This design comes from an exercise in tuning for small area, a short achievable clock period and few clock cycles on the open sky130 flow, not from production work.
Only simulation tests tie the RTL to the original design; equivalence was not proved.
No activity file was given, so power comes from the tool's default toggle rates.

==> v11 <==
## potato_cpu
module potato_cpu(input clk, input rst_n, input [7:0] start_pc,
      input [15:0] mem_rdata,
      output [7:0] mem_addr, output mem_we, output [15:0] mem_wdata,
      output halted, output [15:0] out);
==> module potato_cpu, before the edit <==
module potato_cpu(input clk, input rst_n, input [7:0] start_pc,
      input [15:0] mem_rdata,
      output [7:0] mem_addr, output mem_we, output [15:0] mem_wdata,
      output halted, output [15:0] out);
  reg [15:0] R [0:7];    
  reg [15:0] ir;         
  reg        iv;         
  reg        fv;         
  reg [7:0]  pc;         
  reg        rf;         
  reg        ldp;        
  reg [2:0]  ldr;        
  reg [15:0] outr;       
  wire is_halt  = ir[15] & ir[14] & ir[13];           
  wire is_ldr   = ~ir[15];                            
  wire is_str   = ir[15] & ~ir[14] & ~ir[13];         
  wire is_alu   = ir[15] & ~ir[14] & ir[13];          
  wire is_mov   = ir[15] & ir[14] & ~ir[13];          
  wire is_movim = is_mov & ir[12];
  wire is_cmp   = is_alu & ~ir[12] & ir[11];
  wire halt  = iv & is_halt;
  wire exec  = iv & ~ldp;
  wire memop = exec & (is_ldr | is_str);
  wire [15:0] a  = R[ir[10:8]];
  wire [15:0] b  = R[is_str ? ir[7:5] : ir[2:0]];
  reg  [15:0] bs;
  always @* begin
    case (ir[4:3])
      2'b00: bs = b;
      2'b01: bs = {b[14:0], 1'b0};
      2'b10: bs = {1'b0, b[15:1]};
      default: bs = {b[15], b[15:1]};
    endcase
  end
  wire [15:0] sximm5 = {{11{ir[4]}}, ir[4:0]};
  wire [15:0] sximm8 = {{8{ir[7]}}, ir[7:0]};
  wire [15:0] sum = a + (is_ldr ? sximm5 : bs);
  wire [7:0]  ea  = a[7:0] + sximm5[7:0];
  reg [15:0] res;
  always @* begin
    if (is_ldr) res = sum;
    else if (is_str) res = b;
    else if (~ir[13]) res = bs;             
    else case (ir[12:11])
      2'b00: res = sum;                     
      2'b10: res = a & bs;                  
      default: res = ~bs;                   
    endcase
  end
  wire        wr_ex = exec & ((is_alu & ~is_cmp) | is_mov);
  wire        wen   = ldp | wr_ex;
  wire [2:0]  wa    = ldp ? ldr : (is_movim ? ir[10:8] : ir[7:5]);
  wire [15:0] wd    = ldp ? mem_rdata : (is_movim ? sximm8 : res);
  always @(posedge clk) if (wen) R[wa] <= wd;
  wire out_en = exec & ((is_alu & ~is_cmp) | (is_mov & ~ir[12]) | is_ldr | is_str);
  always @(posedge clk) if (out_en) outr <= res;
  wire [7:0] fa = pc + {7'd0, ~rf};
  assign mem_addr  = ~rst_n ? start_pc : (memop ? ea : fa);
  assign mem_we    = exec & is_str;
  assign mem_wdata = b;
  wire hazard = exec & is_str & fv & (ea == pc);
  always @(posedge clk) begin
    if (~rst_n) begin
      pc  <= start_pc;
      rf  <= 1'b0;
      fv  <= 1'b1;
      iv  <= 1'b0;
      ldp <= 1'b0;
    end else begin
      if (~memop) begin
        pc <= fa;
        rf <= 1'b0;
      end else if (hazard) begin
        rf <= 1'b1;
      end
      fv  <= ~memop;
      ldp <= exec & is_ldr;
      if (~ldp & ~halt) iv <= fv & ~hazard;
    end
    ldr <= ir[7:5];
    if (~ldp & ~halt) ir <= mem_rdata;
  end
  assign halted = halt;
  assign out = outr;
endmodule
clock: 5.5 ns
lec_check: 0
cap_margin: 20
core_margin: 2
core_utilization: 40
slew_margin: 20
run.sh (not shown) runs the stock make flow with config.mk's settings and CLKGATE_MAP_FILE= SYNTH_SCRIPT=/design/flow/synth_recipe.tcl, a recipe that flattens the netlist after the stock synthesis.
==> v2 (differences from v11) <==
==> flow/design.v (replaced) <==
module pfx_add #(parameter W = 16) (input [W-1:0] a, input [W-1:0] b, output [W-1:0] s);
  reg [W-1:0] g, p;
  integer l, i, k;
  always @* begin
    g = a & b;
    p = a ^ b;
    for (l = 1; l < W; l = l * 2)
      for (i = 0; i < W; i = i + 1)
        if (i & l) begin
          k = (i & ~(l - 1)) - 1;
          g[i] = g[i] | (p[i] & g[k]);
          p[i] = p[i] & p[k];
        end
  end
  assign s = (a ^ b) ^ {g[W-2:0], 1'b0};
endmodule
module potato_cpu(input clk, input rst_n, input [7:0] start_pc,
      input [15:0] mem_rdata,
      output [7:0] mem_addr, output mem_we, output [15:0] mem_wdata,
      output halted, output [15:0] out);
  reg [127:0] R;         
  reg [15:0] ir;         
  reg        iv;         
  reg        fv;         
  reg [7:0]  nf;         
  reg [7:0]  lf;         
  reg        rf;         
  reg        ldp;        
  reg [2:0]  ldr;        
  reg [7:0]  ea;         
  reg        eok;        
  reg [15:0] outr;       
  reg [7:0]  sa;         
  reg [7:0]  sb;         
  reg        s_n, s_l, s_r, s_a;    
  reg        f_mem;      
  reg        f_ldr;      
  reg        f_halt;     
  reg        f_add;      
  reg        f_sum;      
  wire is_alu   = ir[15] & ~ir[14] & ir[13];          
  wire is_mov   = ir[15] & ir[14] & ~ir[13];          
  wire is_movim = is_mov & ir[12];
  wire is_cmp   = is_alu & ~ir[12] & ir[11];
  wire is_and   = is_alu & ir[12] & ~ir[11];
  wire is_mvn   = is_alu & ir[12] & ir[11];
  wire halt    = iv & f_halt;
  wire ready   = iv & ~ldp;
  wire stall   = ready & f_mem & ~eok;
  wire exec    = ready & ~stall;
  wire use_ea  = ready & f_mem & eok;
  wire load_ir = ~ldp & ~halt & ~stall;
  reg [15:0] a, b;
  integer j;
  always @* begin
    a = 16'd0;
    b = 16'd0;
    for (j = 0; j < 8; j = j + 1) begin
      a = a | ({16{sa[j]}} & R[16*j +: 16]);
      b = b | ({16{sb[j]}} & R[16*j +: 16]);
    end
  end
  wire [15:0] bb = ({16{s_n}} & b) | ({16{s_l}} & {b[14:0], 1'b0})
                 | ({16{s_r}} & {s_a & b[15], b[15:1]})
                 | ({16{f_ldr}} & {{11{ir[4]}}, ir[4:0]});
  wire [15:0] sum;
  pfx_add #(16) add16(.a(a), .b(bb), .s(sum));
  wire [15:0] lres = is_and ? (a & bb) : (is_mvn ? ~bb : bb);    
  wire [15:0] res  = f_sum ? sum : lres;
  wire        wr_ex = exec & ((is_alu & ~is_cmp) | is_mov);
  wire        wen   = ldp | wr_ex;
  wire [2:0]  wa    = ldp ? ldr : (is_movim ? ir[10:8] : ir[7:5]);
  wire [15:0] wde   = ldp ? mem_rdata : {{8{ir[7]}}, ir[7:0]};
  wire        wsum  = ~ldp & f_add;
  wire [15:0] wd    = wsum ? sum : ((ldp | is_movim) ? wde : lres);
  genvar gi;
  generate for (gi = 0; gi < 8; gi = gi + 1) begin : rfw
    always @(posedge clk) if (wen && wa == gi) R[16*gi +: 16] <= wd;
  end endgenerate
  wire out_en = exec & ((is_alu & ~is_cmp) | (is_mov & ~ir[12]) | f_mem);
  always @(posedge clk) if (out_en) outr <= res;
  wire [15:0] nir = load_ir ? mem_rdata : ir;
  wire        n_ldr = ~nir[15];
  wire        n_str = nir[15] & ~nir[14] & ~nir[13];
  wire        n_sh  = nir[15] & (nir[14] ^ nir[13]);   
  wire [2:0]  n_rb  = n_str ? nir[7:5] : nir[2:0];
  wire [15:0] c;
  assign c = R[16*nir[10:8] +: 16];
  wire        wr_erl = ldp | (exec & is_movim);      
  wire [7:0]  eab = (wr_erl & (wa == nir[10:8])) ? wde[7:0] : c[7:0];
  wire [7:0]  ea_n;
  pfx_add #(8) add8(.a(eab), .b({{3{nir[4]}}, nir[4:0]}), .s(ea_n));
  wire hazard  = use_ea & ~f_ldr & fv & (ea == lf);
  wire refetch = rf | (stall & fv);
  assign mem_addr  = ~rst_n ? start_pc : (use_ea ? ea : (refetch ? lf : nf));
  assign mem_we    = use_ea & ~f_ldr;
  assign mem_wdata = b;
  always @(posedge clk) begin
    if (~rst_n) begin
      nf  <= start_pc + 8'd1;
      lf  <= start_pc;
      rf  <= 1'b0;
      fv  <= 1'b1;
      iv  <= 1'b0;
      ldp <= 1'b0;
    end else begin
      if (~use_ea & ~refetch) begin
        lf <= nf;
        nf <= nf + 8'd1;
      end
      rf  <= hazard;
      fv  <= ~use_ea;
      ldp <= use_ea & f_ldr;
      if (load_ir) iv <= fv & ~hazard;
    end
    ldr <= ir[7:5];
    if (load_ir) ir <= mem_rdata;
    sa     <= 8'd1 << nir[10:8];
    sb     <= 8'd1 << n_rb;
    s_n    <= ~n_ldr & ~(n_sh & (nir[4] | nir[3]));
    s_l    <= n_sh & ~nir[4] & nir[3];
    s_r    <= n_sh & nir[4];
    s_a    <= nir[3];
    f_mem  <= n_ldr | n_str;
    f_ldr  <= n_ldr;
    f_halt <= nir[15] & nir[14] & nir[13];
    f_add  <= nir[15] & ~nir[14] & nir[13] & ~nir[12] & ~nir[11];
    f_sum  <= n_ldr | (nir[15] & ~nir[14] & nir[13] & ~nir[12] & ~nir[11]);
    ea     <= ea_n;
    eok    <= ~(wen & ~wr_erl & (wa == nir[10:8]));
  end
  assign halted = halt;
  assign out = outr;
endmodule
==> flow/flow/run.sh (new file) <==
#!/bin/bash
# Own layout flow: the standard ORFS flow, with the I/O port buffers made
# from plain buffers (sky130_fd_sc_hd__buf_2) instead of delay cells, and the
# resizer free to change a cell's footprint. Everything else is standard.
set -euo pipefail
cd "$(dirname "$0")/.."
bash standard.sh MATCH_CELL_FOOTPRINT=0 "BUFFER_PORTS_ARGS=-buffer_cell sky130_fd_sc_hd__buf_2" finish > flow_make.log 2>&1
==> flow/standard.sh (new file) <==
#!/bin/bash
# synth_recipe.tcl (not shown) runs the flow's synth.tcl, then flattens the netlist and writes it again
# the make line also repeats each setting of config.mk as NAME=value (left out here)
make -C /OpenROAD-flow-scripts/flow DESIGN_CONFIG=/design/flow/config.mk WORK_HOME=/design/flow/orfs CLKGATE_MAP_FILE= SYNTH_SCRIPT=/design/flow/synth_recipe.tcl "${@:-finish}"
Settings changed: CORE_UTILIZATION 40 to 55, CTS_BUF_LIST set to sky130_fd_sc_hd__clkbuf_8, CTS_CLUSTER_SIZE set to 30, SETUP_SLACK_MARGIN set to 1.5.
removed: flow/run.sh
==> summary of the runs <==
- In v11 the sequential power is lower than in v2, by about 17%.
- Between v11 and v2, the lower wire length is in v11 (gap 16%, measured against v2).
- In v11 the combinational power is higher than in v2, by about 33%.
- Of v2 and v11, v2 has the higher worst setup slack (gap 1.5 ns).
- Against v2, the count of clock-buffer cells in the layout of v11 is lower by 28.
- v11 finished with timing, DRC and antenna clean. v2 produced a clean layout.
- Between v11 and v2, the lower non-clock buffer count is in v2 (gap 56).
- In v11 the core utilization is lower than in v2, by 15 points.
==> figures <==
item	v11	v2
Final critical delay including setup and external delays	5.404 ns	3.940 ns
Simple-gate share of the synthesized area	9.287%	11.55%
Register fraction of the total cell area	39.17%	45.37%
Avg Cell Area, Syn	12.14 sq um	10.85 sq um
Reg2Reg Capture Point	R[7][15]	ea[7]
Area of the core	0.02673 sq mm	0.02023 sq mm
Net count after synthesis	945	1104
Count of buffer and inverter cells on the critical path	3	4
Number of cell instances on the worst register-to-register path	20	19
Buffers outside the clock class	173	117
Hold path endpoint	rf	ldr[1]
Sum of routed wire segments on met1	13920 microns	15370 microns
Run status	no timing/DRC/antenna violations	no timing/DRC/antenna violations
Met2 Resource Use GR	38.06%	51.56%
Slowest cell delay on critical path	0.44 ns	0.33 ns
Worst setup slack for register-to-register paths	0.1 ns	1.56 ns
Testbench counts of v11, summed over its fixed seeds: cycles 17,718.
Testbench counts of v2, summed over its fixed seeds: cycles 17,907.

==> re-timing with driven ports <==
Ports are ideal in the flow. The routed layouts listed here were re-timed in OpenROAD.
Step 1: set_driving_cell puts a clkbuf_16 on clk and a buf_2 on each other input, an assumption about the parent block.
Step 2 moves the port delays by t, midway between the first and last clock arrival at a register: inputs arrive t later, outputs are due t later. That takes back most of the time a late clock gives input paths.
Slacks: ideal / step 1 / step 2; pairs: ideal / step 1.
run	t (ns)	setup WS [ns]	latest minus earliest clock arrival (ns)
v11	0.482	0.096 / 0.096 / 0.096	0.021 / 0.021
v2	0.589	1.560 / 1.560 / 1.179	0.036 / 0.036
After both steps every run listed still meets setup and hold. For v2, which loses most, drivers alone change the setup slack by 0.000 ns; drivers and shift together by -0.381 ns.
